Context: an optimization exercise on an open-source flow, tuned for small area. The choices shown serve that exercise and are no tape-out recipe.
Function was checked by simulation only, so behaviour that the tests miss may differ from the original.
Power is estimated from default activity; no workload was simulated.

`flow/config.mk`:
```
export PLATFORM = sky130hd
export DESIGN_NAME = sin_gen
export DESIGN_NICKNAME = sin_gen
export VERILOG_FILES = /design/flow/design.v
export SDC_FILE = /design/flow/constraint.sdc
export NUM_CORES = 4
export LEC_CHECK = 0
export ABC_AREA = 1
export CAP_MARGIN = 20
export CELL_PAD_IN_SITES_DETAIL_PLACEMENT = 0
export CELL_PAD_IN_SITES_GLOBAL_PLACEMENT = 1
export CORE_MARGIN = 2
export CORE_UTILIZATION = 50
export GPL_TIMING_DRIVEN = 1
export SLEW_MARGIN = 20
export SYNTH_MEMORY_MAX_BITS = 16384
```
`flow/constraint.sdc`:
```
create_clock -name core_clock -period 10.0 [get_ports {clk}]
set_input_delay 2.0000 -clock core_clock [delete_from_list [all_inputs] [get_ports {clk}]]
set_output_delay 2.0000 -clock core_clock [all_outputs]
set_load 0.01 [all_outputs]
```
`flow/design.v`:
```
module sin_gen #(
  parameter phase_width     = 9,
  parameter data_width      = 16,
  parameter sampling_f      = 4535,    
  parameter clock_cnt_width = 13
)(
  input                        clk,         
  input                        rst,         
  input      [phase_width-1:0] phase_incr,  
  output     [phase_width-1:0] phase_out,
  output     [data_width-1:0]  signal_out,
  output                       fs_out       
);
  reg  [8:0]  phase_cnt;    
  reg  [8:0]  ph_d;         
  reg  [11:0] c;            
  reg         clock_out;    
  wire term = (c & 12'h27f) == 12'h07f;    
  wire fb   = ~(c[11] ^ c[10]);
  always @(posedge clk) begin
    if (rst) begin
      phase_cnt <= 9'd0;
      ph_d      <= 9'd0;
      c         <= 12'h0e5;
      clock_out <= 1'b1;
    end else begin
      ph_d <= phase_cnt;
      if (term) begin
        c         <= clock_out ? 12'h072 : 12'h0e5;
        clock_out <= ~clock_out;
        if (!clock_out)
          phase_cnt <= phase_cnt + phase_incr;
      end else begin
        c <= {c[10:0], fb};
      end
    end
  end
  assign phase_out = phase_cnt;
  assign fs_out    = clock_out;
  wire [8:0]  p = ph_d;
  wire [15:0] rom;
  wire n26, n27, n28, n29, n30, n31, n32, n33, n34, n35, n36, n37, n38, n39, n40, n41, n42, n43, n44, n45, n46, n47, n48, n49, n50, n51, n52, n53, n54, n55, n56, n57, n58, n59, n60, n61, n62, n63, n64, n65, n66, n67, n68, n69, n70, n71, n72, n73, n74, n75, n76, n77, n78, n79, n80, n81, n82, n83, n84, n85, n86, n87, n88, n89, n90, n91, n92, n93, n94, n95, n96, n97, n98, n99, n100, n101, n102, n103, n104, n105, n106, n107, n108, n109, n110, n111, n112, n113, n114, n115, n116, n117, n118, n119, n120, n121, n122, n123, n124, n125, n126, n127, n128, n129, n130, n131, n132, n133, n134, n135, n136, n137, n138, n139, n140, n141, n142, n143, n144, n145, n146, n147, n148, n149, n150, n151, n152, n153, n154, n155, n156, n157, n158, n159, n160, n161, n162, n163, n164, n165, n166, n167, n168, n169, n170, n171, n172, n173, n174, n175, n176, n177, n178, n179, n180, n181, n183, n184, n185, n186, n187, n188, n189, n190, n191, n192, n193, n194, n195, n196, n197, n198, n199, n200, n201, n202, n203, n204, n205, n206, n207, n208, n209, n210, n211, n212, n213, n214, n215, n216, n217, n218, n219, n220, n221, n222, n223, n224, n225, n226, n227, n228, n229, n230, n231, n232, n233, n234, n235, n237, n238, n239, n240, n241, n242, n243, n244, n245, n246, n247, n248, n249, n250, n251, n252, n253, n254, n255, n256, n257, n258, n259, n260, n261, n262, n263, n264, n265, n266, n267, n268, n269, n270, n271, n272, n273, n274, n275, n276, n277, n278, n279, n280, n281, n282, n283, n284, n286, n287, n288, n289, n290, n291, n292, n293, n294, n295, n296, n297, n298, n299, n300, n301, n302, n303, n304, n305, n306, n307, n308, n309, n310, n311, n312, n313, n314, n315, n316, n317, n318, n319, n320, n321, n322, n324, n325, n326, n327, n328, n329, n330, n331, n332, n333, n334, n335, n336, n337, n338, n339, n340, n341, n342, n343, n344, n345, n346, n347, n348, n349, n350, n351, n352, n353, n354, n355, n356, n357, n358, n359, n360, n361, n362, n363, n364, n365, n366, n367, n369, n370, n371, n372, n373, n374, n375, n376, n377, n378, n379, n380, n381, n382, n383, n384, n385, n386, n387, n388, n389, n390, n391, n392, n393, n394, n395, n397, n398, n399, n400, n401, n402, n403, n404, n405, n406, n407, n408, n409, n410, n411, n412, n413, n414, n415, n416, n417, n418, n419, n420, n421, n422, n424, n425, n426, n427, n428, n429, n430, n431, n432, n433, n434, n435, n436, n437, n438, n439, n440, n441, n442, n443, n444, n445, n446, n448, n449, n450, n451, n452, n453, n454, n455, n456, n457, n458, n459, n460, n461, n462, n463, n464, n465, n466, n467, n468, n469, n470, n471, n472, n473, n474, n476, n477, n478, n479, n480, n481, n482, n483, n484, n485, n486, n487, n488, n489, n490, n491, n492, n493, n494, n495, n496, n498, n499, n500, n501, n502, n503, n504, n505, n506, n507, n508, n509, n510, n511, n512, n513, n514, n515, n516, n517, n518, n519, n520, n521, n522, n523, n525, n526, n527, n528, n529, n530, n531, n532, n533, n534, n535, n537, n538, n539, n540, n542, n543, n545;
  assign n26 = ~p[0] & ~p[1];
  assign n27 = ~p[2] & n26;
  assign n28 = ~p[3] & n27;
  assign n29 = p[7] & ~n28;
  assign n30 = p[4] & ~n29;
  assign n31 = ~p[4] & n29;
  assign n32 = ~n30 & ~n31;
  assign n33 = p[7] & ~n27;
  assign n34 = p[3] & ~n33;
  assign n35 = ~p[3] & n33;
  assign n36 = ~n34 & ~n35;
  assign n37 = p[7] & ~n26;
  assign n38 = p[2] & ~n37;
  assign n39 = ~p[2] & n37;
  assign n40 = ~n38 & ~n39;
  assign n41 = p[1] & ~p[7];
  assign n42 = ~p[1] & p[7];
  assign n43 = ~n41 & ~n42;
  assign n44 = p[0] & ~n43;
  assign n45 = ~n40 & n44;
  assign n46 = n36 & ~n45;
  assign n47 = ~p[0] & p[1];
  assign n48 = ~n44 & ~n47;
  assign n49 = n40 & n48;
  assign n50 = n46 & ~n49;
  assign n51 = ~n26 & ~n44;
  assign n52 = n40 & n51;
  assign n53 = p[0] & n43;
  assign n54 = ~n40 & ~n53;
  assign n55 = ~n47 & n54;
  assign n56 = ~n52 & ~n55;
  assign n57 = ~n36 & ~n56;
  assign n58 = ~n50 & ~n57;
  assign n59 = n32 & ~n58;
  assign n60 = n40 & ~n44;
  assign n61 = ~n40 & ~n48;
  assign n62 = n36 & ~n61;
  assign n63 = ~n60 & n62;
  assign n64 = ~n32 & ~n63;
  assign n65 = ~n36 & n52;
  assign n66 = ~n36 & n54;
  assign n67 = ~n28 & ~n66;
  assign n68 = ~n65 & n67;
  assign n69 = n64 & n68;
  assign n70 = ~p[4] & n28;
  assign n71 = p[7] & ~n70;
  assign n72 = p[5] & p[7];
  assign n73 = ~n71 & ~n72;
  assign n74 = p[6] & ~n73;
  assign n75 = ~p[6] & n73;
  assign n76 = ~n74 & ~n75;
  assign n77 = ~n69 & n76;
  assign n78 = ~n59 & n77;
  assign n79 = ~n26 & ~n60;
  assign n80 = ~n36 & ~n79;
  assign n81 = ~p[0] & n40;
  assign n82 = ~n55 & ~n81;
  assign n83 = n36 & ~n82;
  assign n84 = ~n80 & ~n83;
  assign n85 = n32 & ~n84;
  assign n86 = n36 & ~n56;
  assign n87 = ~n81 & n86;
  assign n88 = p[0] & n40;
  assign n89 = ~n36 & ~n88;
  assign n90 = ~n32 & ~n89;
  assign n91 = ~n32 & ~n51;
  assign n92 = ~n90 & ~n91;
  assign n93 = ~n87 & ~n92;
  assign n94 = ~n76 & ~n93;
  assign n95 = ~n85 & n94;
  assign n96 = ~n78 & ~n95;
  assign n97 = p[5] & ~n71;
  assign n98 = ~p[5] & n71;
  assign n99 = ~n97 & ~n98;
  assign n100 = ~n96 & n99;
  assign n101 = n40 & n47;
  assign n102 = p[0] & ~n40;
  assign n103 = n36 & ~n102;
  assign n104 = ~n101 & n103;
  assign n105 = ~n27 & n104;
  assign n106 = ~n47 & n89;
  assign n107 = ~n105 & ~n106;
  assign n108 = n32 & ~n107;
  assign n109 = ~n26 & ~n40;
  assign n110 = n36 & ~n109;
  assign n111 = ~n49 & n110;
  assign n112 = ~n36 & n81;
  assign n113 = ~n32 & ~n61;
  assign n114 = ~n112 & n113;
  assign n115 = ~n111 & n114;
  assign n116 = ~n76 & ~n115;
  assign n117 = ~n108 & n116;
  assign n118 = ~n36 & n51;
  assign n119 = ~n102 & n118;
  assign n120 = ~n49 & ~n109;
  assign n121 = ~n44 & n120;
  assign n122 = n119 & ~n121;
  assign n123 = ~n44 & n111;
  assign n124 = n32 & ~n123;
  assign n125 = ~n122 & n124;
  assign n126 = n36 & n44;
  assign n127 = ~n32 & ~n126;
  assign n128 = ~n27 & n80;
  assign n129 = n127 & ~n128;
  assign n130 = n76 & ~n129;
  assign n131 = ~n125 & n130;
  assign n132 = ~n99 & ~n131;
  assign n133 = ~n117 & n132;
  assign n134 = ~n100 & ~n133;
  assign n135 = ~n40 & ~n44;
  assign n136 = ~n32 & ~n36;
  assign n137 = n135 & n136;
  assign n138 = n36 & n40;
  assign n139 = n32 & ~n138;
  assign n140 = n101 & n139;
  assign n141 = ~n137 & ~n140;
  assign n142 = n99 & ~n141;
  assign n143 = ~n45 & ~n47;
  assign n144 = n36 & ~n143;
  assign n145 = ~n36 & ~n40;
  assign n146 = ~n48 & n145;
  assign n147 = n32 & ~n146;
  assign n148 = ~n144 & n147;
  assign n149 = ~n28 & ~n32;
  assign n150 = ~n119 & n149;
  assign n151 = ~n99 & ~n150;
  assign n152 = ~n148 & n151;
  assign n153 = ~n142 & ~n152;
  assign n154 = ~n76 & ~n153;
  assign n155 = n36 & n61;
  assign n156 = ~n40 & ~n47;
  assign n157 = ~p[0] & n36;
  assign n158 = p[0] & ~n36;
  assign n159 = ~n157 & ~n158;
  assign n160 = ~n156 & n159;
  assign n161 = ~n155 & ~n160;
  assign n162 = ~n32 & ~n161;
  assign n163 = ~n49 & ~n55;
  assign n164 = n36 & n163;
  assign n165 = ~n36 & ~n48;
  assign n166 = ~n135 & n165;
  assign n167 = n32 & ~n166;
  assign n168 = ~n164 & n167;
  assign n169 = p[0] & n168;
  assign n170 = n99 & ~n169;
  assign n171 = ~n162 & n170;
  assign n172 = n32 & n112;
  assign n173 = n52 & n136;
  assign n174 = ~n99 & ~n173;
  assign n175 = ~n172 & n174;
  assign n176 = n76 & ~n175;
  assign n177 = ~n171 & n176;
  assign n178 = ~n154 & ~n177;
  assign n179 = p[8] & ~n178;
  assign n180 = n134 & ~n179;
  assign n181 = ~n134 & n179;
  assign rom[0] = ~n180 & ~n181;
  assign n183 = ~n134 & n178;
  assign n184 = p[8] & n183;
  assign n185 = ~n81 & ~n156;
  assign n186 = ~n27 & n36;
  assign n187 = ~n185 & n186;
  assign n188 = ~n56 & n187;
  assign n189 = ~n52 & ~n156;
  assign n190 = ~n36 & n189;
  assign n191 = n32 & ~n190;
  assign n192 = ~n112 & n191;
  assign n193 = ~n188 & n192;
  assign n194 = n40 & ~n51;
  assign n195 = n62 & ~n194;
  assign n196 = ~n32 & ~n146;
  assign n197 = ~n195 & n196;
  assign n198 = ~n99 & ~n197;
  assign n199 = ~n193 & n198;
  assign n200 = n36 & ~n189;
  assign n201 = ~n66 & ~n200;
  assign n202 = ~n110 & ~n201;
  assign n203 = ~n32 & ~n60;
  assign n204 = ~n202 & n203;
  assign n205 = ~n36 & n79;
  assign n206 = n36 & n51;
  assign n207 = n32 & ~n206;
  assign n208 = ~n205 & n207;
  assign n209 = n99 & ~n208;
  assign n210 = ~n204 & n209;
  assign n211 = ~n199 & ~n210;
  assign n212 = n76 & ~n211;
  assign n213 = ~n65 & n124;
  assign n214 = n88 & ~n111;
  assign n215 = n36 & n135;
  assign n216 = ~n32 & ~n215;
  assign n217 = ~n214 & n216;
  assign n218 = ~n99 & ~n217;
  assign n219 = ~n213 & n218;
  assign n220 = ~n36 & ~n60;
  assign n221 = ~n102 & n220;
  assign n222 = n32 & ~n215;
  assign n223 = n36 & n48;
  assign n224 = n222 & ~n223;
  assign n225 = ~n221 & n224;
  assign n226 = ~n36 & n109;
  assign n227 = ~n32 & ~n226;
  assign n228 = ~n48 & n227;
  assign n229 = n99 & ~n228;
  assign n230 = ~n225 & n229;
  assign n231 = ~n76 & ~n230;
  assign n232 = ~n219 & n231;
  assign n233 = ~n212 & ~n232;
  assign n234 = n184 & ~n233;
  assign n235 = ~n184 & n233;
  assign rom[1] = ~n234 & ~n235;
  assign n237 = ~n183 & n233;
  assign n238 = p[8] & ~n237;
  assign n239 = n157 & ~n185;
  assign n240 = ~n36 & ~n120;
  assign n241 = ~n221 & n240;
  assign n242 = ~n239 & ~n241;
  assign n243 = ~n32 & ~n242;
  assign n244 = ~n44 & n226;
  assign n245 = n139 & ~n244;
  assign n246 = ~n243 & ~n245;
  assign n247 = n99 & ~n246;
  assign n248 = n32 & ~n105;
  assign n249 = n68 & n248;
  assign n250 = n48 & n138;
  assign n251 = ~n27 & ~n36;
  assign n252 = ~n54 & n251;
  assign n253 = n127 & ~n252;
  assign n254 = ~n250 & n253;
  assign n255 = ~n99 & ~n254;
  assign n256 = ~n249 & n255;
  assign n257 = ~n247 & ~n256;
  assign n258 = ~n76 & ~n257;
  assign n259 = ~n54 & n118;
  assign n260 = n40 & n53;
  assign n261 = n259 & ~n260;
  assign n262 = ~n105 & ~n166;
  assign n263 = ~n261 & n262;
  assign n264 = n32 & ~n263;
  assign n265 = ~n60 & ~n109;
  assign n266 = n36 & ~n265;
  assign n267 = ~n49 & n266;
  assign n268 = n90 & ~n267;
  assign n269 = n99 & ~n268;
  assign n270 = ~n264 & n269;
  assign n271 = ~n32 & n36;
  assign n272 = ~n55 & n186;
  assign n273 = ~n47 & n145;
  assign n274 = ~n272 & ~n273;
  assign n275 = ~n271 & ~n274;
  assign n276 = p[0] & ~n54;
  assign n277 = n271 & ~n276;
  assign n278 = ~n275 & ~n277;
  assign n279 = n175 & n278;
  assign n280 = n76 & ~n279;
  assign n281 = ~n270 & n280;
  assign n282 = ~n258 & ~n281;
  assign n283 = ~n238 & n282;
  assign n284 = n238 & ~n282;
  assign rom[2] = ~n283 & ~n284;
  assign n286 = n237 & n282;
  assign n287 = p[8] & ~n286;
  assign n288 = p[0] & n164;
  assign n289 = ~n32 & ~n128;
  assign n290 = ~n288 & n289;
  assign n291 = n32 & ~n86;
  assign n292 = ~n36 & n143;
  assign n293 = n291 & ~n292;
  assign n294 = n99 & ~n293;
  assign n295 = ~n290 & n294;
  assign n296 = n32 & ~n159;
  assign n297 = ~n139 & ~n296;
  assign n298 = ~n51 & n110;
  assign n299 = ~n244 & ~n298;
  assign n300 = ~n61 & n220;
  assign n301 = ~n266 & ~n300;
  assign n302 = n299 & n301;
  assign n303 = ~n297 & ~n302;
  assign n304 = ~n32 & n201;
  assign n305 = ~n99 & ~n304;
  assign n306 = ~n303 & n305;
  assign n307 = ~n295 & ~n306;
  assign n308 = n76 & ~n307;
  assign n309 = ~n146 & n217;
  assign n310 = n32 & n274;
  assign n311 = ~n99 & ~n310;
  assign n312 = ~n309 & n311;
  assign n313 = ~n32 & ~n299;
  assign n314 = p[0] & n32;
  assign n315 = ~n146 & n314;
  assign n316 = n99 & ~n315;
  assign n317 = ~n313 & n316;
  assign n318 = ~n76 & ~n317;
  assign n319 = ~n312 & n318;
  assign n320 = ~n308 & ~n319;
  assign n321 = ~n287 & n320;
  assign n322 = n287 & ~n320;
  assign rom[3] = ~n321 & ~n322;
  assign n324 = n286 & n320;
  assign n325 = p[8] & ~n324;
  assign n326 = ~n112 & ~n118;
  assign n327 = n32 & n326;
  assign n328 = ~n267 & n327;
  assign n329 = ~n32 & ~n223;
  assign n330 = ~n251 & n329;
  assign n331 = ~n106 & n149;
  assign n332 = ~n330 & n331;
  assign n333 = n76 & ~n332;
  assign n334 = ~n328 & n333;
  assign n335 = n32 & ~n48;
  assign n336 = ~n109 & n186;
  assign n337 = n227 & ~n336;
  assign n338 = ~n335 & ~n337;
  assign n339 = ~n76 & ~n338;
  assign n340 = n99 & ~n339;
  assign n341 = ~n334 & n340;
  assign n342 = ~n87 & ~n223;
  assign n343 = n36 & n60;
  assign n344 = n32 & ~n343;
  assign n345 = ~n36 & n82;
  assign n346 = n344 & ~n345;
  assign n347 = n342 & n346;
  assign n348 = ~n36 & ~n163;
  assign n349 = ~n135 & n186;
  assign n350 = ~n32 & ~n349;
  assign n351 = ~n348 & n350;
  assign n352 = ~n76 & ~n351;
  assign n353 = ~n347 & n352;
  assign n354 = ~n49 & ~n61;
  assign n355 = n32 & ~n354;
  assign n356 = ~n139 & ~n355;
  assign n357 = ~n66 & ~n348;
  assign n358 = ~n356 & n357;
  assign n359 = n89 & ~n265;
  assign n360 = n127 & ~n359;
  assign n361 = n76 & ~n360;
  assign n362 = ~n358 & n361;
  assign n363 = ~n99 & ~n362;
  assign n364 = ~n353 & n363;
  assign n365 = ~n341 & ~n364;
  assign n366 = ~n325 & n365;
  assign n367 = n325 & ~n365;
  assign rom[4] = n366 | n367;
  assign n369 = n324 & ~n365;
  assign n370 = p[8] & ~n369;
  assign n371 = n32 & ~n40;
  assign n372 = ~n160 & n371;
  assign n373 = n174 & ~n277;
  assign n374 = ~n372 & n373;
  assign n375 = ~n104 & ~n359;
  assign n376 = n196 & ~n375;
  assign n377 = ~n226 & n344;
  assign n378 = ~n376 & ~n377;
  assign n379 = n99 & ~n378;
  assign n380 = n76 & ~n379;
  assign n381 = ~n374 & n380;
  assign n382 = ~n337 & ~n371;
  assign n383 = ~n32 & ~n110;
  assign n384 = n99 & ~n383;
  assign n385 = ~n382 & n384;
  assign n386 = ~n54 & ~n88;
  assign n387 = ~n32 & ~n386;
  assign n388 = n222 & ~n259;
  assign n389 = ~n387 & ~n388;
  assign n390 = ~n99 & ~n389;
  assign n391 = ~n76 & ~n390;
  assign n392 = ~n385 & n391;
  assign n393 = ~n381 & ~n392;
  assign n394 = ~n370 & n393;
  assign n395 = n370 & ~n393;
  assign rom[5] = n394 | n395;
  assign n397 = n369 & ~n393;
  assign n398 = p[8] & ~n397;
  assign n399 = ~p[0] & n149;
  assign n400 = ~n296 & ~n399;
  assign n401 = ~n76 & ~n400;
  assign n402 = n64 & n76;
  assign n403 = ~n348 & n402;
  assign n404 = n99 & ~n403;
  assign n405 = ~n401 & n404;
  assign n406 = n36 & n276;
  assign n407 = ~n244 & ~n406;
  assign n408 = n192 & n407;
  assign n409 = ~n111 & ~n240;
  assign n410 = ~n32 & n409;
  assign n411 = ~n40 & n410;
  assign n412 = ~n76 & ~n228;
  assign n413 = ~n411 & n412;
  assign n414 = ~n408 & n413;
  assign n415 = n248 & ~n345;
  assign n416 = ~n330 & ~n415;
  assign n417 = n76 & ~n416;
  assign n418 = ~n99 & ~n417;
  assign n419 = ~n414 & n418;
  assign n420 = ~n405 & ~n419;
  assign n421 = ~n398 & n420;
  assign n422 = n398 & ~n420;
  assign rom[6] = ~n421 & ~n422;
  assign n424 = n191 & n342;
  assign n425 = ~n32 & ~n185;
  assign n426 = ~n105 & n425;
  assign n427 = ~n99 & ~n426;
  assign n428 = ~n424 & n427;
  assign n429 = ~n165 & ~n206;
  assign n430 = n32 & ~n429;
  assign n431 = n91 & ~n343;
  assign n432 = n99 & ~n431;
  assign n433 = ~n430 & n432;
  assign n434 = ~n76 & ~n433;
  assign n435 = ~n428 & n434;
  assign n436 = n271 & n354;
  assign n437 = ~n168 & ~n436;
  assign n438 = ~n99 & ~n437;
  assign n439 = n127 & ~n386;
  assign n440 = n99 & ~n314;
  assign n441 = ~n439 & n440;
  assign n442 = n76 & ~n441;
  assign n443 = ~n438 & n442;
  assign n444 = ~n435 & ~n443;
  assign n445 = ~n398 & n444;
  assign n446 = n398 & ~n444;
  assign rom[7] = ~n445 & ~n446;
  assign n448 = ~n126 & n409;
  assign n449 = ~n32 & ~n448;
  assign n450 = n99 & ~n335;
  assign n451 = ~n449 & n450;
  assign n452 = ~n126 & n371;
  assign n453 = n49 & n271;
  assign n454 = ~n99 & ~n453;
  assign n455 = ~n452 & n454;
  assign n456 = n76 & ~n455;
  assign n457 = ~n451 & n456;
  assign n458 = ~n261 & n291;
  assign n459 = n36 & ~n195;
  assign n460 = ~n32 & ~n259;
  assign n461 = ~n459 & n460;
  assign n462 = ~n99 & ~n461;
  assign n463 = ~n458 & n462;
  assign n464 = n32 & ~n187;
  assign n465 = ~n57 & n464;
  assign n466 = ~n54 & ~n260;
  assign n467 = ~n32 & n466;
  assign n468 = n99 & ~n467;
  assign n469 = ~n465 & n468;
  assign n470 = ~n76 & ~n469;
  assign n471 = ~n463 & n470;
  assign n472 = ~n457 & ~n471;
  assign n473 = ~n398 & n472;
  assign n474 = n398 & ~n472;
  assign rom[8] = n473 | n474;
  assign n476 = ~n50 & n227;
  assign n477 = ~n355 & ~n476;
  assign n478 = n99 & ~n477;
  assign n479 = ~n99 & ~n145;
  assign n480 = n139 & n479;
  assign n481 = ~n478 & ~n480;
  assign n482 = n76 & ~n481;
  assign n483 = ~n63 & n326;
  assign n484 = n147 & n483;
  assign n485 = n99 & ~n410;
  assign n486 = ~n484 & n485;
  assign n487 = ~n52 & ~n301;
  assign n488 = n216 & ~n487;
  assign n489 = n32 & ~n301;
  assign n490 = ~n99 & ~n489;
  assign n491 = ~n488 & n490;
  assign n492 = ~n76 & ~n491;
  assign n493 = ~n486 & n492;
  assign n494 = ~n482 & ~n493;
  assign n495 = ~n398 & n494;
  assign n496 = n398 & ~n494;
  assign rom[9] = n495 | n496;
  assign n498 = n32 & n62;
  assign n499 = n99 & n498;
  assign n500 = n76 & ~n499;
  assign n501 = ~n32 & ~n46;
  assign n502 = ~n498 & ~n501;
  assign n503 = ~n147 & n502;
  assign n504 = ~n99 & ~n138;
  assign n505 = ~n503 & ~n504;
  assign n506 = n500 & n505;
  assign n507 = ~n110 & ~n145;
  assign n508 = ~n165 & n507;
  assign n509 = ~n32 & ~n508;
  assign n510 = n32 & ~n220;
  assign n511 = n99 & ~n510;
  assign n512 = ~n509 & n511;
  assign n513 = ~n146 & ~n186;
  assign n514 = ~n32 & ~n513;
  assign n515 = ~n110 & n510;
  assign n516 = ~n99 & ~n515;
  assign n517 = ~n514 & n516;
  assign n518 = ~n499 & ~n517;
  assign n519 = ~n512 & n518;
  assign n520 = ~n76 & ~n519;
  assign n521 = ~n506 & ~n520;
  assign n522 = n398 & ~n521;
  assign n523 = ~n398 & n521;
  assign rom[10] = n522 | n523;
  assign n525 = ~n383 & ~n510;
  assign n526 = n99 & ~n525;
  assign n527 = ~n99 & ~n510;
  assign n528 = ~n76 & ~n527;
  assign n529 = ~n136 & ~n528;
  assign n530 = ~n526 & ~n529;
  assign n531 = n99 & n502;
  assign n532 = n76 & ~n531;
  assign n533 = ~n530 & ~n532;
  assign n534 = ~n398 & n533;
  assign n535 = n398 & ~n533;
  assign rom[11] = ~n534 & ~n535;
  assign n537 = ~n384 & n528;
  assign n538 = ~n500 & ~n537;
  assign n539 = ~n398 & n538;
  assign n540 = n398 & ~n538;
  assign rom[12] = ~n539 & ~n540;
  assign n542 = ~n398 & n528;
  assign n543 = n398 & ~n528;
  assign rom[13] = ~n542 & ~n543;
  assign n545 = p[7] & n397;
  assign rom[14] = n398 | n545;
  assign rom[15] = p[8] & rom[14];
  assign signal_out = rom;
endmodule
```
`flow/flow/run.sh`:
```
#!/bin/bash
set -euo pipefail
W=$PWD
mkdir -p "$W/myscripts"
cp -r "$FLOW_HOME/scripts/." "$W/myscripts/"
cp "$W/flow/abc_area.script" "$W/myscripts/abc_area.script"
bash standard.sh "SCRIPTS_DIR=$W/myscripts" "ADDER_MAP_FILE=" synth > "$W/synth.log" 2>&1
bash standard.sh "BUFFER_PORTS_ARGS=-buffer_cell sky130_fd_sc_hd__buf_1" \
  "CTS_ARGS=-sink_clustering_enable -repair_clock_nets -buf_list sky130_fd_sc_hd__clkbuf_4 -dont_use_dummy_load" \
  finish > "$W/layout.log" 2>&1
```
`flow/flow/abc_area.script`:
```
strash
&get -n
&dch -f
&nf -R 1000
&put
topo
```
`flow/standard.sh`:
```
#!/bin/bash
# synth_recipe.tcl (not shown) runs the flow's synth.tcl, then flattens the netlist and writes it again
# the make line also repeats each setting of config.mk as NAME=value (left out here)
make -C /OpenROAD-flow-scripts/flow DESIGN_CONFIG=/design/flow/config.mk WORK_HOME=/design/flow/orfs CLKGATE_MAP_FILE= SYNTH_SCRIPT=/design/flow/synth_recipe.tcl "${@:-finish}"
```
==> qor.csv, run 1 <==
metric,value,unit
status,finished clean,
fmax,135,MHz
yosys.area_share.simple,27.8,%
finalClockSkew,0.0292,ns
yosys.cell_types.count,38,
r2r_slack,6.18,ns
p_per_area,62.3,nW/µm²
vias,3662,
io_pins,37,
synth-xor-area-share,13.2,%
clk_latency,0.33,ns
critPathCaptureType,primary output,
cts_tree,yes,
synth-adder-area-share,2.16,%
critical_path.max_fanout,26,
ys_seq_area_share,22.3,%
worst-setup-path-type,flip-flop to primary output,
slew_headroom,30.8,%
place_area,3110,µm²
crit_top_cell,nand2_1,
post_cts_buffers,0,
multiInputGateArea,2180,µm²
seq_area,621,µm²
synth-async-reset-ratio,0,%
antenna_left,0,
dr.pass1.iters,10,
grt_pass1_vias,3181,
wl_per_cell,19.1,µm
met1_usage,40.7,%
synth_area_per_cell,6.79,µm²
setup_tns,0,ns
p_leak,1.11,nW
vdd.ir_drop.worst,0.109,mV
die_w,78.6,µm
ys_seq_elements,31,
antenna_found_initial,0,
layout-drive-gt1-share,4.33,%
vias_per_cell,6.86,
post-route-period-util,74.1,%
syn_inst,410,
grt_overflow,0,
arrival,5.41,ns
routabilityCongestion,1.18,
final_area,3150,µm²
worstSetupStartpointType,flip-flop,
cts_inserted_buffers,5,
ctsResizeCount,0,
initial_core_util,51.2,%
synth_edf_count,0,
drt_drc_violations_left,0,
htreeDepth,2,
maxCapViolCount,0,
slowest_delay,0.82,ns
tightestPinTransition,1.04,ns
design.core.area,5440,µm²
syn_area,2780,µm²
gr-usage-all-layers,33.3,%
grt_max_degree,38,
drt_iter0_markers,759,
grtUsageMet2,54.5,%
clkTransAtPathRegs,0.09,ns
fp.dieArea,6180,µm²
synthMuxAreaShare,0,%
cts_buffer_depth,2,
finalSetupViolations,0,
n_antenna_cell,0,
layout_min_cycle_time,7.41,ns
grt_setup_unrepaired,no,
fillers,565,
grt_first_pass_wirelength,16.2,mm
required,8.00,ns
path_cells,"buf_4, or3_1, nand2_1, xor2_2, nand2_1, nor2_1, a21oi_1, a221o_1, a21oi_1, a31oi_1, and2_0, or3_1, nor2_1, nand2_1, o21ai_2, o31ai_1, and2_0, buf_1",
synth-main-ff-cell,dfxtp_1,
hold_buffers,0,
met3_usage,5.52,%
numClockSinks,31,
dp_hpwl,7.30,mm
routed_wl,10.2,mm
yosys.area.top_type,dfxtp_1,
synth_top_family_by_area,compound AO/OA/AOI/OAI gates,
cts-root-buf,clkbuf_4,
synth_commonest_cells,"65 x nand2_1, 48 x nor2_1, 47 x a21oi_1",
slowest_stage,xor2_2,
fin_nets,475,
die_h,78.6,µm
yosys_warnings,1,
post-synth-top-area-fraction,22.3,%
areaGrowthSynthToFinish,13.4,%
rows,27,
finalHoldViolCount,0,
synth_most_common_cell,nand2_1,
synthTopCellsByArea,"dfxtp_1 22%, nand2_1 8.8%, a21oi_1 8.5%",
slew_violations,0,
busiest_layer,met2,
synth_compound_area_share,34.4,%
hp-class,flip-flop to flip-flop,
syn-num-nets,421,
io_buffers,36,
worst max-delay path, delay by kind of cell, from the launching register on:
| kind | cells | cell delay, ns |
|---|---|---|
| flops | 1 | 0.30 |
| buf+inv | 2 | 0.33 |
| simple gates | 9 | 2.19 |
| compound gates | 6 | 1.44 |
| xor+xnor | 1 | 0.82 |
layout make-up:
type                            instances  share of cell area (%)
Timing Repair Buffer                   47                    6.90
Clock buffer                            5                    1.19
Sequential cell                        31                    19.7
Inverter                                1                   0.119
Tap cell                               72                    2.86
Multi-Input combinational cell        378                    69.3
layer usage:
layer | wire length [µm] | vias up
met3 | 1120 | 92
met4 | 732 | 0
li1 | - | 1636
met2 | 4670 | 319
met1 | 3680 | 1615
met5 | 0 | -
power breakdown:
group | internal (mW) | total [mW] | switching, mW
registers | 0.126 | 0.127 | 0.00129
logic | 0.00445 | 0.00982 | 0.00537
clock network | 0.0234 | 0.0593 | 0.0359
cell families after synthesis:
kind of cell | Yosys count
XOR/XNOR | 42
flip-flops | 31
AO/OA/AOI/OAI | 157
buffers and inverters | 1
adder cells (fa/ha/maj) | 6
AND/OR/NAND/NOR | 173
flip-flops by register name, indices dropped and copies added (netlist names):
| signal | count |
|---|---|
| c | 12 |
| clock_out | 1 |
| ph_d | 9 |
| phase_cnt | 9 |
path summary, 6_finish.rpt:
path	depth (start not counted)	to	startpoint
hold reg to reg	1	c[9]	c[8]
setup / recovery	18	signal_out[15]	ph_d[0]
setup reg to reg	12	phase_cnt[8]	phase_cnt[1]
hold / removal	1	c[9]	c[8]
cell usage in the layout, fill, tap and decap left out, drive strengths merged, types with 5 or more instances in the layout:
| cell | instances |
|---|---|
| nor2 | 48 |
| o31ai | 7 |
| o211ai | 8 |
| a211oi | 11 |
| dfxtp | 31 |
| nor2b | 12 |
| nand3 | 13 |
| buf | 47 |
| a31oi | 12 |
| maj3 | 6 |
| o22ai | 6 |
| a311oi | 5 |
| xnor2 | 24 |
| and2 | 9 |
| nand2 | 65 |
| xor2 | 18 |
| a21oi | 47 |
| nor3 | 12 |
| clkbuf | 5 |
| o21ai | 43 |
through the flow:
| stage | util (%) | hold WS, ns | total power, mW | setup WS (ns) | std cells |
|---|---|---|---|---|---|
| floorplan | - | 0.407 | 0.135 | 2.13 | 410 |
| finish | 58.0 | 0.434 | 0.197 | 2.59 | 534 |
| detailed placement | 57.2 | 0.417 | 0.140 | 2.75 | 529 |
| global placement | 57.1 | 0.411 | 0.140 | 2.48 | 529 |
| CTS | 57.9 | 0.439 | 0.200 | 2.36 | 534 |
| global route | 58.0 | 0.475 | 0.204 | 2.22 | 534 |
==> run 2, diff against run 1 <==
--- a/flow/config.mk
+++ b/flow/config.mk
@@ -7,10 +7,10 @@
 export LEC_CHECK = 0
 export ABC_AREA = 1
 export CAP_MARGIN = 20
-export CELL_PAD_IN_SITES_DETAIL_PLACEMENT = 0
-export CELL_PAD_IN_SITES_GLOBAL_PLACEMENT = 1
+export CELL_PAD_IN_SITES_DETAIL_PLACEMENT = 1
+export CELL_PAD_IN_SITES_GLOBAL_PLACEMENT = 2
 export CORE_MARGIN = 2
-export CORE_UTILIZATION = 50
+export CORE_UTILIZATION = 40
 export GPL_TIMING_DRIVEN = 1
 export SLEW_MARGIN = 20
 export SYNTH_MEMORY_MAX_BITS = 16384
==> run 2 against run 1 <==
Net effect:
- power up 0.60%
- combinational power about the same
- core utilization down 11 points
- critical endpoint unchanged
- largest power group unchanged
- highest routed layer unchanged
==> qor.csv, run 2 <==
metric,value,unit,change
status,finished clean,,unchanged
ys_seq_area_share,22.3,%,unchanged
die_w,87.4,µm,was 78.6 µm
wl_per_cell,21.6,µm,was 19.1 µm
fin_nets,477,,was 475
yosys_warnings,1,,unchanged
hold_buffers,0,,unchanged
tightestPinTransition,1.07,ns,was 1.04 ns
cts-root-buf,clkbuf_4,,unchanged
holdCritStartpoint,c[7],,was c[8]
numClockSinks,31,,unchanged
syn_area,2780,µm²,unchanged
r2r_slack,6.14,ns,was 6.18 ns
antenna_left,0,,unchanged
io_pins,37,,unchanged
clkTransAtPathRegs,0.10,ns,was 0.09 ns
htreeDepth,2,,unchanged
arrival,5.80,ns,was 5.41 ns
fin_cells,544,,was 534
vias,3625,,was 3662
synth_commonest_cells,"65 x nand2_1, 48 x nor2_1, 47 x a21oi_1",,unchanged
critical_path.max_fanout,26,,unchanged
final_util,47.0,%,was 58.0%
cts_tree,yes,,unchanged
fp.dieArea,7640,µm²,was 6180 µm²
syn-num-nets,421,,unchanged
synth-async-reset-ratio,0,%,unchanged
antenna_found_initial,0,,unchanged
layout_common_cells,"65 x nand2_1, 48 x nor2_1, 47 x a21oi_1, 42 x o21ai_0, 36 x buf_1",,unchanged
vias_per_cell,6.66,,was 6.86
cts_buffer_depth,2,,unchanged
clk_latency,0.33,ns,about the same
finalSetupViolations,0,,unchanged
synth_edf_count,0,,unchanged
drt_drc_violations_left,0,,unchanged
synth_area_per_cell,6.79,µm²,unchanged
drt_iter0_markers,385,,was 759
p_total,198,µW,was 197 µW
grt_overflow,0,,unchanged
io_buffers,36,,unchanged
slew_violations,0,,unchanged
dp_hpwl,9.01,mm,was 7.30 mm
yosys.cell_types.count,38,,unchanged
slew_headroom,28.4,%,was 30.8%
gr-usage-all-layers,31.9,%,was 33.3%
reg_top3,"c: 12 flops, ph_d: 9 flops, phase_cnt: 9 flops",,unchanged
dp_cells,539,,was 529
maxCapViolCount,0,,unchanged
routabilityCongestion,0.979,,was 1.18
p_leak,1.12,nW,was 1.11 nW
synth-main-ff-cell,dfxtp_1,,unchanged
syn_inst,410,,unchanged
dr.pass1.iters,5,,was 10
r2r-start,phase_cnt[1],,unchanged
post-route-period-util,78.0,%,was 74.1%
yosys.area.top_type,dfxtp_1,,unchanged
post-synth-top-area-fraction,22.3,%,unchanged
hp-class,flip-flop to flip-flop,,unchanged
fmax,128,MHz,was 135 MHz
ctsResizeCount,0,,unchanged
regMostFlops,c,,unchanged
synthTopCellsByArea,"dfxtp_1 22%, nand2_1 8.8%, a21oi_1 8.5%",,unchanged
layout_min_cycle_time,7.80,ns,was 7.41 ns
whs_path_depth,1,,unchanged
layout_commonest_cell,nand2_1,,unchanged
synth_most_common_cell,nand2_1,,unchanged
design.core.area,6760,µm²,was 5440 µm²
rows,30,,was 27
finalClockSkew,0.0252,ns,was 0.0292 ns
grt_first_pass_wirelength,18.9,mm,was 16.2 mm
post_cts_buffers,0,,unchanged
n_antenna_cell,0,,unchanged
grt_max_degree,39,,was 38
finalHoldViolCount,0,,unchanged
vdd.ir_drop.worst,0.0720,mV,was 0.109 mV
initial_core_util,41.2,%,was 51.2%
worstSetupStartpointType,flip-flop,,unchanged
die_h,87.4,µm,was 78.6 µm
grt_setup_unrepaired,no,,unchanged
layout-drive-gt1-share,4.53,%,was 4.33%
grt_pass1_vias,3658,,was 3181
largest_register_ffs,12,,unchanged
ys_seq_elements,31,,unchanged
setup_tns,0,ns,unchanged
reg2reg_depth,12,,unchanged
min_to,c[8],,was c[9]
areaGrowthSynthToFinish,14.1,%,was 13.4%
required,8.00,ns,about the same
critPathCaptureType,primary output,,unchanged
p_per_area,62.3,nW/µm²,about the same
r2r_end,phase_cnt[8],,unchanged
cts_inserted_buffers,5,,unchanged
routed_wl,11.7,mm,was 10.2 mm
worst-setup-path-type,flip-flop to primary output,,unchanged
## run 2: cell counts after synthesis
No cell type changed its count.
## run 2: metrics by stage
stage / setup WS (ns) / area, µm² / hold slack [ns]
detailed placement: 2.59 / 3140 / 0.425
finish: 2.20 / 3180 / 0.445
floorplan: 2.13 / 2780 / 0.407
global route: 1.76 / 3180 / 0.460
CTS: 2.24 / 3180 / 0.447
global placement: 2.66 / 3140 / 0.408
## run 2: area by class of cell
class | instances | area, µm²
tap | 80 | 100
fill | 924 | 3580
clock buffer | 5 | 37.5
inverter | 1 | 3.75
multi-input combinational | 378 | 2180
timing repair buffer | 49 | 233
sequential | 31 | 621
## run 2: worst max-delay path by stage
stage	slack (ns)	from	end	cells after the start
2_1_floorplan	2.13	ph_d[0]	signal_out[15]	16
3_3_place_gp	2.66	ph_d[0]	signal_out[15]	16
3_5_place_dp	2.59	ph_d[0]	signal_out[15]	17
4_1_cts	2.24	ph_d[0]	signal_out[15]	17
5_1_grt	1.76	ph_d[0]	signal_out[15]	17
6_report	2.20	ph_d[0]	signal_out[15]	16
## run 2: logic make-up after synthesis
| family | synth area share [%] |
|---|---|
| AOI/OAI and AO/OA | 34.4 |
| xor gates and xnor gates | 13.2 |
| adders and majority gates | 2.16 |
| buffers and inverters | 0.135 |
| DFF | 22.3 |
| and+or+nand+nor | 27.8 |
## run 2: where the power goes
| group | total (mW) | internal, mW | switching (mW) |
|---|---|---|---|
| Clock | 0.0605 | 0.0234 | 0.0371 |
| Sequential | 0.127 | 0.126 | 0.00124 |
| Combinational | 0.00981 | 0.00445 | 0.00537 |
## run 2: critical path: stages, from the launching register on
cell and delay [ns]:
dfxtp_1 0.90, o21ai_0 0.29, xnor2_1 0.62, buf_4 0.32, nor2_1 0.16, o21ai_0 0.41, o32ai_1 0.17, a22oi_1 0.18
o21ai_0 0.11, a22o_1 0.28, or3_1 0.36, nor2_1 0.12, nand2_1 0.10, o21ai_1 0.86, o31ai_1 0.25, and2_0 0.23
buf_1 0.12
## run 2: per-layer routing
metal	track usage [%]	part of all wire (%)
met3	4.83	7.7
met1	37.6	37
met5	0	0
met4	19.6	6.1
met2	54.1	49
==> run 3, diff against run 2 <==
==> flow/flow/run.sh (replaced) <==
#!/bin/bash
set -euo pipefail
W=$PWD
mkdir -p "$W/myscripts"
cp -r "$FLOW_HOME/scripts/." "$W/myscripts/"
cp "$W/flow/abc_area.script" "$W/myscripts/abc_area.script"
bash standard.sh "SCRIPTS_DIR=$W/myscripts" "ADDER_MAP_FILE=" synth > "$W/synth.log" 2>&1
bash standard.sh "BUFFER_PORTS_ARGS=-buffer_cell sky130_fd_sc_hd__buf_1" \
  "CTS_ARGS=-repair_clock_nets -buf_list sky130_fd_sc_hd__clkbuf_8 -dont_use_dummy_load" \
  finish > "$W/layout.log" 2>&1
==> run 3 against run 2 <==
Net effect:
- still clean
- die area unchanged
- combinational power increased by 0.6%
- sequential share of layout area decreased by 0.19 points
- first-iteration DRC count increased by 1.6%
- largest cell class unchanged
==> qor.csv, run 3 <==
metric,value,unit,change
arrival,5.73,ns,was 5.80 ns
io_buffers,36,,unchanged
die_h,87.4,µm,unchanged
final_area,3210,µm²,was 3180 µm²
vdd.ir_drop.worst,0.0916,mV,was 0.0720 mV
yosys.area.top_type,dfxtp_1,,unchanged
hp-class,flip-flop to flip-flop,,unchanged
io_pins,37,,unchanged
synth-async-reset-ratio,0,%,unchanged
place_area,3140,µm²,unchanged
regMostFlops,c,,unchanged
ys_seq_area_share,22.3,%,unchanged
synth-main-ff-cell,dfxtp_1,,unchanged
htreeDepth,2,,unchanged
largest_register_ffs,12,,unchanged
grt_overflow,0,,unchanged
maxCapViolCount,0,,unchanged
grt_max_degree,39,,unchanged
yosys_warnings,1,,unchanged
required,8.00,ns,about the same
worstSetupStartpointType,flip-flop,,unchanged
cts_inserted_buffers,5,,unchanged
fin_nets,477,,unchanged
initial_core_util,41.2,%,unchanged
critical_path.max_fanout,26,,unchanged
r2r_slack,6.15,ns,was 6.14 ns
layout_commonest_cell,nand2_1,,unchanged
startpoint,ph_d[0],,unchanged
numClockSinks,31,,unchanged
critPathCaptureType,primary output,,unchanged
syn-num-nets,421,,unchanged
slew_violations,0,,unchanged
multiInputGateArea,2180,µm²,unchanged
die_w,87.4,µm,unchanged
tightestPinTransition,1.06,ns,was 1.07 ns
grt_first_pass_wirelength,19.0,mm,was 18.9 mm
routed_wl,11.8,mm,was 11.7 mm
setup_tns,0,ns,unchanged
clk_latency,0.28,ns,was 0.33 ns
drt_iter0_markers,391,,was 385
seq_area,621,µm²,unchanged
gr-usage-all-layers,32.2,%,was 31.9%
vias,3587,,was 3625
syn_area,2780,µm²,unchanged
n_antenna_cell,0,,unchanged
fmax,129,MHz,was 128 MHz
cts_buffer_depth,2,,unchanged
critPathCapture,signal_out[15],,unchanged
dp_hpwl,9.01,mm,unchanged
finalSetupViolations,0,,unchanged
whs_path_depth,1,,unchanged
p_per_area,69.1,nW/µm²,was 62.3 nW/µm²
worst-setup-path-type,flip-flop to primary output,,unchanged
layout-drive-gt1-share,4.53,%,unchanged
reg_top3,"c: 12 flops, ph_d: 9 flops, phase_cnt: 9 flops",,unchanged
reg2reg_depth,12,,unchanged
vias_per_cell,6.59,,was 6.66
post_cts_buffers,0,,unchanged
grt_setup_unrepaired,no,,unchanged
finalClockSkew,0.0158,ns,was 0.0252 ns
p_leak,1.13,nW,was 1.12 nW
synth_edf_count,0,,unchanged
areaGrowthSynthToFinish,15.2,%,was 14.1%
grt_pass1_vias,3671,,was 3658
wl_per_cell,21.7,µm,was 21.6 µm
fp.dieArea,7640,µm²,unchanged
finalHoldViolCount,0,,unchanged
post-synth-top-area-fraction,22.3,%,unchanged
synth_area_per_cell,6.79,µm²,unchanged
post-route-period-util,77.3,%,was 78.0%
dr.pass1.iters,5,,unchanged
cts_tree,yes,,unchanged
syn_inst,410,,unchanged
ys_seq_elements,31,,unchanged
synth_most_common_cell,nand2_1,,unchanged
cts-root-buf,clkbuf_8,,was clkbuf_4
layout_common_cells,"65 x nand2_1, 48 x nor2_1, 47 x a21oi_1, 42 x o21ai_0, 36 x buf_1",,unchanged
design.core.area,6760,µm²,unchanged
r2r_end,phase_cnt[8],,unchanged
synth_commonest_cells,"65 x nand2_1, 48 x nor2_1, 47 x a21oi_1",,unchanged
antenna_left,0,,unchanged
routabilityCongestion,0.979,,unchanged
ctsResizeCount,0,,unchanged
r2r-start,phase_cnt[1],,unchanged
slew_headroom,29.1,%,was 28.4%
synthTopCellsByArea,"dfxtp_1 22%, nand2_1 8.8%, a21oi_1 8.5%",,unchanged
hold_buffers,0,,unchanged
status,finished clean,,unchanged
antenna_found_initial,0,,unchanged
clkTransAtPathRegs,0.06,ns,was 0.10 ns
fillers,917,,was 924
rows,30,,unchanged
drt_drc_violations_left,0,,unchanged
layout_min_cycle_time,7.73,ns,was 7.80 ns
yosys.cell_types.count,38,,unchanged
[run 3: cell counts after synthesis]
Identical to the previous run, type by type.
[run 3: metrics by stage]
step,power (mW),setup slack (ns),cells,utilization [%],hold slack [ns]
6_report,0.222,2.27,544,47.5,0.439
5_1_grt,0.232,1.82,544,47.5,0.449
4_1_cts,0.225,2.30,544,47.5,0.439
3_5_place_dp,0.140,2.59,539,46.4,0.425
3_3_place_gp,0.140,2.66,539,46.4,0.408
2_1_floorplan,0.135,2.13,410,-,0.407
[run 3: layout make-up]
class | count | share of cell area [%]
flip-flops and latches | 31 | 19.4
inverters | 1 | 0.117
repair buffers | 49 | 7.26
clock buffers | 5 | 2.15
well taps | 80 | 3.12
multi-input cells | 378 | 68.0
[run 3: worst max-delay path, cell delays in order (launching register included)]
cell,delay [ns]
dfxtp_1,0.88
o21ai_0,0.29
xnor2_1,0.62
buf_4,0.32
nor2_1,0.17
o21ai_0,0.40
o32ai_1,0.18
a22oi_1,0.18
o21ai_0,0.11
a22o_1,0.29
or3_1,0.35
nor2_1,0.12
nand2_1,0.10
o21ai_1,0.85
o31ai_1,0.24
and2_0,0.23
buf_1,0.12
[run 3: metal layers]
metal / share of wire [%] / track usage (%) / up-vias
met5: 0 / 0 / -
met4: 6.8 / 19.3 / 0
met3: 7.4 / 4.74 / 60
met2: 49 / 55.1 / 208
met1: 37 / 37.8 / 1673
li1: - / - / 1646
[run 3: worst min-delay path by stage]
stage / slack, ns / from / to
2_1_floorplan: 0.41 / c[7] / c[8]
3_3_place_gp: 0.41 / c[8] / c[9]
3_5_place_dp: 0.42 / c[7] / c[8]
4_1_cts: 0.44 / c[7] / c[8]
5_1_grt: 0.45 / c[7] / c[8]
6_report: 0.44 / c[7] / c[8]
[run 3: cells by family after synthesis]
group	count (synthesis)	share of synthesized area, %
and+or+nand+nor	173	27.8
buffers and inverters	1	0.135
AOI/OAI and AO/OA	157	34.4
DFF	31	22.3
adders and majority gates	6	2.16
xor gates and xnor gates	42	13.2
[run 3: where the power goes]
part	internal [mW]	total (mW)	switching (mW)
registers	0.126	0.128	0.00124
logic	0.00445	0.00987	0.00542
clock network	0.0446	0.0841	0.0396
==> run 4, diff against run 3 <==
==> flow/flow/run.sh (replaced) <==
#!/bin/bash
set -euo pipefail
W=$PWD
mkdir -p "$W/myscripts"
cp -r "$FLOW_HOME/scripts/." "$W/myscripts/"
cp "$W/flow/abc_area.script" "$W/myscripts/abc_area.script"
bash standard.sh "SCRIPTS_DIR=$W/myscripts" "ADDER_MAP_FILE=" synth > "$W/synth.log" 2>&1
bash standard.sh "BUFFER_PORTS_ARGS=-buffer_cell sky130_fd_sc_hd__buf_1" \
  "CTS_ARGS=-sink_clustering_enable -sink_clustering_size 32 -sink_clustering_max_diameter 500 -repair_clock_nets -buf_list {sky130_fd_sc_hd__clkbuf_4 sky130_fd_sc_hd__clkbuf_8} -dont_use_dummy_load" \
  finish > "$W/layout.log" 2>&1
==> run 4 against run 3 <==
Net effect:
- core utilization did not move
- setup slack stayed put
- final area is the same
- critical path type unchanged
- largest power group unchanged
==> qor.csv, run 4 <==
metric,value,unit,change
ys_seq_elements,31,,unchanged
vdd.ir_drop.worst,0.0916,mV,unchanged
clkTransAtPathRegs,0.06,ns,about the same
dr.pass1.iters,5,,unchanged
p_per_area,69.1,nW/µm²,unchanged
critical_path.max_fanout,26,,unchanged
finalClockSkew,0.0158,ns,unchanged
r2r_end,phase_cnt[8],,unchanged
synth_area_per_cell,6.79,µm²,unchanged
die_w,87.4,µm,unchanged
grt_first_pass_wirelength,19.0,mm,unchanged
regMostFlops,c,,unchanged
post-route-period-util,77.3,%,unchanged
post_cts_buffers,0,,unchanged
cts-root-buf,clkbuf_8,,unchanged
largest_register_ffs,12,,unchanged
design.core.area,6760,µm²,unchanged
vias_per_cell,6.59,,unchanged
slew_headroom,29.1,%,unchanged
cts_inserted_buffers,5,,unchanged
grt_setup_unrepaired,no,,unchanged
holdCritStartpoint,c[7],,unchanged
synth_edf_count,0,,unchanged
fin_nets,477,,unchanged
io_buffers,36,,unchanged
reg2reg_depth,12,,unchanged
maxCapViolCount,0,,unchanged
layout_common_cells,"65 x nand2_1, 48 x nor2_1, 47 x a21oi_1, 42 x o21ai_0, 36 x buf_1",,unchanged
critPathCaptureType,primary output,,unchanged
required,8.00,ns,about the same
gr-usage-all-layers,32.2,%,unchanged
seq_area,621,µm²,unchanged
layout-drive-gt1-share,4.53,%,unchanged
drt_iter0_markers,391,,unchanged
grt_overflow,0,,unchanged
fp.dieArea,7640,µm²,unchanged
finalHoldViolCount,0,,unchanged
finalSetupViolations,0,,unchanged
r2r_slack,6.15,ns,about the same
met3_usage,4.74,%,unchanged
whs_path_depth,1,,unchanged
reg_top3,"c: 12 flops, ph_d: 9 flops, phase_cnt: 9 flops",,unchanged
min_to,c[8],,unchanged
hp-class,flip-flop to flip-flop,,unchanged
grt_pass1_vias,3671,,unchanged
cts_tree,yes,,unchanged
antenna_left,0,,unchanged
syn_area,2780,µm²,unchanged
grtUsageMet2,55.1,%,unchanged
busiest_layer,met2,,unchanged
hold_buffers,0,,unchanged
htreeDepth,2,,unchanged
post-synth-top-area-fraction,22.3,%,unchanged
fillers,917,,unchanged
vias,3587,,unchanged
drt_drc_violations_left,0,,unchanged
yosys.cell_types.count,38,,unchanged
multiInputGateArea,2180,µm²,unchanged
arrival,5.73,ns,about the same
met1_usage,37.8,%,unchanged
cts_buffer_depth,2,,unchanged
antenna_found_initial,0,,unchanged
ys_seq_area_share,22.3,%,unchanged
die_h,87.4,µm,unchanged
wl_per_cell,21.7,µm,unchanged
ctsResizeCount,0,,unchanged
n_antenna_cell,0,,unchanged
setup_tns,0,ns,unchanged
slew_violations,0,,unchanged
yosys_warnings,1,,unchanged
synth-async-reset-ratio,0,%,unchanged
worstSetupStartpointType,flip-flop,,unchanged
initial_core_util,41.2,%,unchanged
yosys.area.top_type,dfxtp_1,,unchanged
syn_inst,410,,unchanged
layout_min_cycle_time,7.73,ns,unchanged
rows,30,,unchanged
synth_commonest_cells,"65 x nand2_1, 48 x nor2_1, 47 x a21oi_1",,unchanged
numClockSinks,31,,unchanged
layout_setup_ws,2.27,ns,unchanged
r2r-start,phase_cnt[1],,unchanged
status,finished clean,,unchanged
dp_hpwl,9.01,mm,unchanged
clk_latency,0.28,ns,about the same
syn-num-nets,421,,unchanged
io_pins,37,,unchanged
synth_most_common_cell,nand2_1,,unchanged
grt_max_degree,39,,unchanged
preCtsSetupSlack,2.59,ns,unchanged
synthTopCellsByArea,"dfxtp_1 22%, nand2_1 8.8%, a21oi_1 8.5%",,unchanged
p_leak,1.13,nW,unchanged
tightestPinTransition,1.06,ns,unchanged
layout_commonest_cell,nand2_1,,unchanged
fmax,129,MHz,unchanged
synth-main-ff-cell,dfxtp_1,,unchanged
routabilityCongestion,0.979,,unchanged
worst-setup-path-type,flip-flop to primary output,,unchanged
routed_wl,11.8,mm,unchanged
areaGrowthSynthToFinish,15.2,%,unchanged
-- run 4: cell type report --
type	instances	share of cell area, %
Tap cell	80	3.12
Inverter	1	0.117
Sequential cell	31	19.4
Clock buffer	5	2.15
Timing Repair Buffer	49	7.26
Multi-Input combinational cell	378	68.0
-- run 4: stage by stage --
step | cell area (µm²) | power [mW] | hold WS, ns | util [%] | cells
CTS | 3210 | 0.225 | 0.439 | 47.5 | 544
floorplan | 2780 | 0.135 | 0.407 | - | 410
finish | 3210 | 0.222 | 0.439 | 47.5 | 544
detailed placement | 3140 | 0.140 | 0.425 | 46.4 | 539
global route | 3210 | 0.232 | 0.449 | 47.5 | 544
global placement | 3140 | 0.140 | 0.408 | 46.4 | 539
-- run 4: worst max-delay path, cell delays in order (launching register included) --
cell	delay [ns]
dfxtp_1	0.88
o21ai_0	0.29
xnor2_1	0.62
buf_4	0.32
nor2_1	0.17
o21ai_0	0.40
o32ai_1	0.18
a22oi_1	0.18
o21ai_0	0.11
a22o_1	0.29
or3_1	0.35
nor2_1	0.12
nand2_1	0.10
o21ai_1	0.85
o31ai_1	0.24
and2_0	0.23
buf_1	0.12
-- run 4: metal layers --
layer	vias to the layer above	routed length (µm)
li1	1646	-
met1	1673	4410
met2	208	5740
met3	60	877
met4	0	800
met5	-	0
-- run 4: worst max-delay path by stage --
stage,startpoint,endpoint,slack [ns],cells after the start
global placement,ph_d[0],signal_out[15],2.66,16
CTS,ph_d[0],signal_out[15],2.30,17
detailed placement,ph_d[0],signal_out[15],2.59,17
global route,ph_d[0],signal_out[15],1.82,17
finish,ph_d[0],signal_out[15],2.27,16
floorplan,ph_d[0],signal_out[15],2.13,16
-- run 4: logic make-up (layout without fill, tap and decap cells) --
logic type / Yosys count / after routing / synth area share, %
compound gates: 157 / 157 / 34.4
xor+xnor: 42 / 42 / 13.2
fa+ha+maj: 6 / 6 / 2.16
buf+inv: 1 / 55 / 0.135
flops: 31 / 31 / 22.3
simple gates: 173 / 173 / 27.8
-- run 4: power by group --
group	total, mW	leakage, nW	internal, mW	switching (mW)
logic	0.00987	0.840	0.00445	0.00542
registers	0.128	0.253	0.126	0.00124
clock network	0.0841	0.0359	0.0446	0.0396

re-timing with driven ports:
In the flow no input, the clock included, has a driving cell. The finished layouts below were timed again as built, in two steps. Step 1 assumes that a clkbuf_16 drives the clock port and a buf_2 every other input. Step 2 moves the port delays by t, midway between the first and last clock arrival at a register: inputs arrive t later, outputs are due t later. That takes back most of the time a late clock gives input paths. Three values: ideal ports, drivers, drivers and shift; two values: the first two.
run | shift t [ns] | slack for setup (ns) | hold WS [ns] | cell pins on the clock port's net
run 1 | 0.339 | 2.586 / 2.561 / 2.899 | 0.434 / 0.434 / 0.434 | 1
run 2 | 0.338 | 2.201 / 2.177 / 2.515 | 0.445 / 0.445 / 0.445 | 1
run 3 | 0.294 | 2.272 / 2.246 / 2.540 | 0.439 / 0.439 / 0.439 | 1
run 4 | 0.294 | 2.272 / 2.246 / 2.540 | 0.439 / 0.439 / 0.439 | 1
After both steps every run listed still meets setup and hold.
